This design comes from an exercise in tuning for small area, a short achievable clock period and few clock cycles per item on the open sky130 flow, not from production work. In this exercise RTL edits were held to simulation tests only and were not proved equivalent to the original.

// phase_ctrl
module phase_ctrl(
                  input             clk,
                  input             resetn,
                  input             i2c_wr,
                  input  [15:0]     i2c_wdata,
                  input  [3:0]      i2c_addr,
                  input             fifo_empty,
                  input  [17:0]     fifo_rdata,
                  output            fifo_rden,
                  output     [17:0] fifo_wdata,
                  output            fifo_wren,
                  input             fifo_almost_full
                 );
export LEC_CHECK = 0
export ABC_CLOCK_PERIOD_IN_PS = 3600
export CAP_MARGIN = 20
export CORE_MARGIN = 2
export CORE_UTILIZATION = 40
export CTS_CLUSTER_DIAMETER = 100
export CTS_CLUSTER_SIZE = 25
export SETUP_SLACK_MARGIN = 4.3
export SLEW_MARGIN = 20
create_clock -name core_clock -period 8.0 [get_ports {clk}]
standard.sh (not shown) runs the stock make flow with config.mk's settings and CLKGATE_MAP_FILE= SYNTH_SCRIPT=/design/flow/synth_recipe.tcl, a recipe that flattens the netlist after the stock synthesis.
==> flow/flow/run.sh <==
#!/bin/bash
# Own flow: the standard flow (standard.sh) with one extra step between
# Yosys and the rest of the layout.  fa_polarity.py removes inverters around
# the full-adder cells: a full adder fed complemented inputs computes
# complemented outputs, so flipping some adders removes inverters.  Only
# combinational cells change; the registers are Yosys's own.  The rewritten
# netlist is proved equivalent to Yosys's netlist (check_eq.ys); if the proof
# fails, Yosys's netlist is used unchanged.
set -euo pipefail
W=$PWD
RES=$W/orfs/results/sky130hd/phase_ctrl/base
YOSYS=$FLOW_HOME/../tools/install/yosys/bin/yosys
LIB=$FLOW_HOME/platforms/sky130hd/lib/sky130_fd_sc_hd__tt_025C_1v80.lib

bash standard.sh $RES/1_2_yosys.v > synth.log 2>&1
cp $RES/1_2_yosys.v $W/netlist_yosys.v
if python3 flow/fa_polarity.py $W/netlist_yosys.v $W/netlist_fapol.v > fa_polarity.log 2>&1; then
    sed -e "s#LIBFILE#$LIB#" -e "s#GOLDFILE#$W/netlist_yosys.v#" -e "s#GATEFILE#$W/netlist_fapol.v#" \
        flow/check_eq.ys > check_eq_run.ys
    if "$YOSYS" -q check_eq_run.ys > check_eq.log 2>&1; then
        cp $W/netlist_fapol.v $RES/1_2_yosys.v
        echo "using the rewritten netlist" >> fa_polarity.log
    else
        echo "equivalence proof failed: using Yosys's netlist" >> fa_polarity.log
    fi
fi
bash standard.sh > layout.log 2>&1
Other scripts of this flow, unchanged in this note and not shown: flow/flow/check_eq.ys, flow/flow/fa_polarity.py
Testbench counts at the start, summed over its fixed seeds: cycles 2,336, frames 384.
==> next run, changes <==
- CTS_CLUSTER_DIAMETER: 100 -> 70
- CTS_CLUSTER_SIZE: 25 -> 30
What happened: The new run ran to the end with no violations. Hold slack is about the same. Worst setup slack hardly moves. Non-clock buffer count came out higher by 10.
==> next run, changes <==
- CTS_CLUSTER_DIAMETER: 70 -> default
- CTS_CLUSTER_SIZE: 30 -> default
=> The new run completed with no timing, DRC or antenna violations; design area is about the same; count of clock-buffer cells in the layout is higher by 10; sequential share of layout area hardly moves; critical path depth does not change; routed wire length is higher by 1.1%; clock skew barely changes.

phase_ctrl again, from the RTL that the note above started with.
export LEC_CHECK = 0
export ABC_CLOCK_PERIOD_IN_PS = 3600
export CAP_MARGIN = 20
export CORE_MARGIN = 2
export CORE_UTILIZATION = 40
export SETUP_SLACK_MARGIN = 4.3
export SLEW_MARGIN = 20
create_clock -name core_clock -period 8.0 [get_ports {clk}]
run.sh (not shown) runs the stock make flow with config.mk's settings and CLKGATE_MAP_FILE= SYNTH_SCRIPT=/design/flow/synth_recipe.tcl, a recipe that flattens the netlist after the stock synthesis.
Stock flow here: none of the scripts above is used.
The baseline finished clean.
Testbench counts at the start, summed over its fixed seeds: cycles 2,336, frames 384.
Rerun with:
Settings changed: ABC_AREA from default to 1, ABC_CLOCK_PERIOD_IN_PS 3600 to default, CORE_UTILIZATION 40 to 60, CTS_BUF_LIST from default to sky130_fd_sc_hd__clkbuf_4.
After rerunning: Worst setup slack improves by 0.0074 ns. Global-route usage grows by 13 points. Via count grows by 15%. Clock skew rose by 0.014 ns. Cell area grows by 1.7%. Wire length grows by 8.5%. Register-to-register slack improves by 0.09 ns.

Setup of run A:
Starting RTL as in the previous note.
// phase_ctrl
module phase_ctrl(
                  input             clk,
                  input             resetn,
                  input             i2c_wr,
                  input  [15:0]     i2c_wdata,
                  input  [3:0]      i2c_addr,
                  input             fifo_empty,
                  input  [17:0]     fifo_rdata,
                  output            fifo_rden,
                  output     [17:0] fifo_wdata,
                  output            fifo_wren,
                  input             fifo_almost_full
                 );
==> flow/config.mk <==
export PLATFORM = sky130hd
export DESIGN_NAME = phase_ctrl
export DESIGN_NICKNAME = phase_ctrl
export VERILOG_FILES = /design/flow/design.v
export SDC_FILE = /design/flow/constraint.sdc
export NUM_CORES = 4
export LEC_CHECK = 0
export ABC_CLOCK_PERIOD_IN_PS = 3600
export CAP_MARGIN = 20
export CORE_MARGIN = 2
export CORE_UTILIZATION = 40
export CTS_CLUSTER_DIAMETER = 100
export CTS_CLUSTER_SIZE = 25
export SETUP_SLACK_MARGIN = 4.3
export SLEW_MARGIN = 20
==> flow/constraint.sdc <==
create_clock -name core_clock -period 8.0 [get_ports {clk}]
set_input_delay 1.6000 -clock core_clock [delete_from_list [all_inputs] [get_ports {clk}]]
set_output_delay 1.6000 -clock core_clock [all_outputs]
set_load 0.01 [all_outputs]
standard.sh (not shown) runs the stock make flow with config.mk's settings and CLKGATE_MAP_FILE= SYNTH_SCRIPT=/design/flow/synth_recipe.tcl, a recipe that flattens the netlist after the stock synthesis.
==> flow/flow/run.sh <==
#!/bin/bash
# Own flow: the standard flow (standard.sh) with two extra netlist steps
# between Yosys and the rest of the layout.  Only combinational cells change;
# the registers are Yosys's own, with their names and cell types.
#  1. fa_polarity.py removes inverters around the full-adder cells: a full
#     adder fed complemented inputs computes complemented outputs.
#  2. remap.py + ABC (area.abc) re-map the plain logic for area, keeping the
#     flip-flops, full/half adders and tie cells as they are.
# Each step is proved equivalent to its input netlist (check_eq.ys); a step
# whose proof fails is dropped.
set -euo pipefail
W=$PWD
RES=$W/orfs/results/sky130hd/phase_ctrl/base
YOSYS=$FLOW_HOME/../tools/install/yosys/bin/yosys
LIB=$FLOW_HOME/platforms/sky130hd/lib/sky130_fd_sc_hd__tt_025C_1v80.lib

check() {  # check GOLD GATE LOG
    sed -e "s#LIBFILE#$LIB#" -e "s#GOLDFILE#$1#" -e "s#GATEFILE#$2#" flow/check_eq.ys > $3.ys
    "$YOSYS" -q $3.ys > $3.log 2>&1
}

bash standard.sh $RES/1_2_yosys.v > synth.log 2>&1
cp $RES/1_2_yosys.v $W/netlist_yosys.v
CUR=$W/netlist_yosys.v

if python3 flow/fa_polarity.py $CUR $W/netlist_fapol.v > fa_polarity.log 2>&1 &&
   check $CUR $W/netlist_fapol.v check_fapol; then
    CUR=$W/netlist_fapol.v
    echo "fa_polarity: used" >> fa_polarity.log
else
    echo "fa_polarity: dropped" >> fa_polarity.log
fi

if python3 flow/remap.py $LIB $CUR $W/netlist_remap.v $W/flow/area.abc > remap_run.ys 2> remap_py.log &&
   "$YOSYS" -q remap_run.ys > remap.log 2>&1 &&
   check $CUR $W/netlist_remap.v check_remap; then
    CUR=$W/netlist_remap.v
    echo "remap: used" >> remap.log
else
    echo "remap: dropped" >> remap.log
fi

cp $CUR $RES/1_2_yosys.v
bash standard.sh > layout.log 2>&1
==> flow/flow/area.abc <==
&get -n
&st
&dch -f
&nf -R 20
&st
&syn2
&dch -f
&nf -R 20
&st
&synch2
&nf -R 20
&put
topo
stime -c
Other scripts of this flow, unchanged in this note and not shown: flow/flow/check_eq.ys, flow/flow/fa_polarity.py, flow/flow/remap.py
Run A did not stop at any stage, and its layout met the timing, design-rule and antenna checks.
Testbench counts of run A, summed over its fixed seeds: cycles 2,336, frames 384.
Inputs modified between run A and run B:
# run A
export LEC_CHECK = 0
export ABC_CLOCK_PERIOD_IN_PS = 3600
export CAP_MARGIN = 20
export CORE_MARGIN = 2
export CORE_UTILIZATION = 40
export CTS_CLUSTER_DIAMETER = 100
export CTS_CLUSTER_SIZE = 25
export SETUP_SLACK_MARGIN = 4.3
export SLEW_MARGIN = 20
create_clock -name core_clock -period 8.0 [get_ports {clk}]
# run B
export LEC_CHECK = 0
export ABC_CLOCK_PERIOD_IN_PS = 3600
export CAP_MARGIN = 20
export CORE_MARGIN = 2
export CORE_UTILIZATION = 40
export CTS_CLUSTER_DIAMETER = 100
export CTS_CLUSTER_SIZE = 25
export SETUP_SLACK_MARGIN = 4.5
export SLEW_MARGIN = 20
create_clock -name core_clock -period 8.0 [get_ports {clk}]
-- flow/flow/run.sh --
<<< run A, line 7
#  2. remap.py + ABC (area.abc) re-map the plain logic for area, keeping the
#     flip-flops, full/half adders and tie cells as they are.
# Each step is proved equivalent to its input netlist (check_eq.ys); a step
# whose proof fails is dropped.
>>> run B, line 7
#  2. remap.py + ABC (area.abc) re-map the plain logic for area, keeping the
#     flip-flops, full/half adders and tie cells as they are.
# The ports are buffered with the smallest buffer cell (buffer_ports
# -buffer_cell) instead of the delay cell buffer_ports picks by itself.
# Each step is proved equivalent to its input netlist (check_eq.ys); a step
# whose proof fails is dropped.
<<< run A, line 42

cp $CUR $RES/1_2_yosys.v
bash standard.sh > layout.log 2>&1
>>> run B, line 44

cp $CUR $RES/1_2_yosys.v
bash standard.sh finish BUFFER_PORTS_ARGS="-buffer_cell sky130_fd_sc_hd__buf_1" > layout.log 2>&1
==> run summary <==
Run B against run A: placed standard-cell area went down 1.9%, required time of the critical path held, final-layout fill cell count went down about 3%, slack of the worst reg-to-reg path went up 80 ps.
Final standard cell area without fillers (run B over run A): increase, 5.1%
diff inputs: run B => run C
# run B
export LEC_CHECK = 0
export ABC_CLOCK_PERIOD_IN_PS = 3600
export CAP_MARGIN = 20
export CORE_MARGIN = 2
export CORE_UTILIZATION = 40
export CTS_CLUSTER_DIAMETER = 100
export CTS_CLUSTER_SIZE = 25
export SETUP_SLACK_MARGIN = 4.5
export SLEW_MARGIN = 20
create_clock -name core_clock -period 8.0 [get_ports {clk}]
# run C
export LEC_CHECK = 0
export ABC_CLOCK_PERIOD_IN_PS = 3600
export CAP_MARGIN = 20
export CORE_MARGIN = 2
export CORE_UTILIZATION = 40
export CTS_CLUSTER_DIAMETER = 100
export CTS_CLUSTER_SIZE = 25
export SETUP_SLACK_MARGIN = 4.3
export SLEW_MARGIN = 20
create_clock -name core_clock -period 8.0 [get_ports {clk}]
[summary]
- Relative to run B, global router's overall resource usage decreased by 0.90 points in run C.
- Run B finished every stage and its layout cleared the timing, design-rule and antenna checks.
- Run C: flow completed, timing, DRC and antenna clean
- The placement-stage cell area of run C and that of run B are within noise of each other.
- From run B to run C the numbers moved as follows: sequential share of layout area shows an increase of 2.4 points; cell area after layout moved down.
- On number of instances in the synthesized netlist, run B tracks run C almost exactly.
What run D does differently from run C at the input level:
-- flow/flow/run.sh --
<<< run C, line 5
#  1. fa_polarity.py removes inverters around the full-adder cells: a full
#     adder fed complemented inputs computes complemented outputs.
#  2. remap.py + ABC (area.abc) re-map the plain logic for area, keeping the
#     flip-flops, full/half adders and tie cells as they are.
# The ports are buffered with the smallest buffer cell (buffer_ports
>>> run D, line 5
#  1. fa_polarity.py removes inverters around the full-adder cells: a full
#     adder fed complemented inputs computes complemented outputs.
#  2. remap.py + ABC (area.abc) re-map the plain logic (one plain &dch; &nf mapping, without
#     the sizing and buffering that the layout redoes), keeping the
#     flip-flops, full/half adders and tie cells as they are.
# The ports are buffered with the smallest buffer cell (buffer_ports
==> flow/flow/area.abc <==
&get -n
&st
&dch
&nf
&put
topo
[summary]
fifo_empty as the start point of the critical path was reported by run C, and be[14]$_DFFE_PN1P_ by run D. Die extent in y on run D is up relative to run C. Run D finished every stage and its layout cleared the timing, design-rule and antenna checks. Run D vs. run C: utilization now smaller.

[what the ideal ports hide]
Ports are ideal in the flow. The routed layouts listed here were re-timed in OpenROAD. Step 1 sets driving cells, clkbuf_16 on the clock port and buf_2 on the other inputs (assumed; they add their load-dependent delay and slew). Step 2, shift: input delay + t, output delay - t, t = (earliest + latest rising clock arrival at the registers) / 2. This alone moves slack from input paths to output paths. a / b / c = ideal ports / drivers / drivers and shift; a / b = the first two.
run	t, ns	setup slack, ns	clock arrival spread, ns
the first run of note 1	0.561	4.334 / 4.312 / 4.312	0.021 / 0.021
the second run of note 1	0.615	4.335 / 4.292 / 4.313	0.023 / 0.024
the third run of note 1	0.626	4.339 / 4.317 / 4.317	0.025 / 0.024
the first run of note 2	0.601	4.283 / 4.283 / 4.283	0.025 / 0.025
the second run of note 2	0.816	4.291 / 4.261 / 4.076	0.050 / 0.050
run A	0.573	4.350 / 4.307 / 4.187	0.019 / 0.019
run B	0.577	4.422 / 4.392 / 3.931	0.018 / 0.018
run C	0.573	4.367 / 4.347 / 4.347	0.016 / 0.017
run D	0.576	4.344 / 4.344 / 4.344	0.024 / 0.024
After both steps every run listed still meets setup and hold. For run B, which loses most, drivers alone change the setup slack by -0.030 ns; drivers and shift together by -0.491 ns.
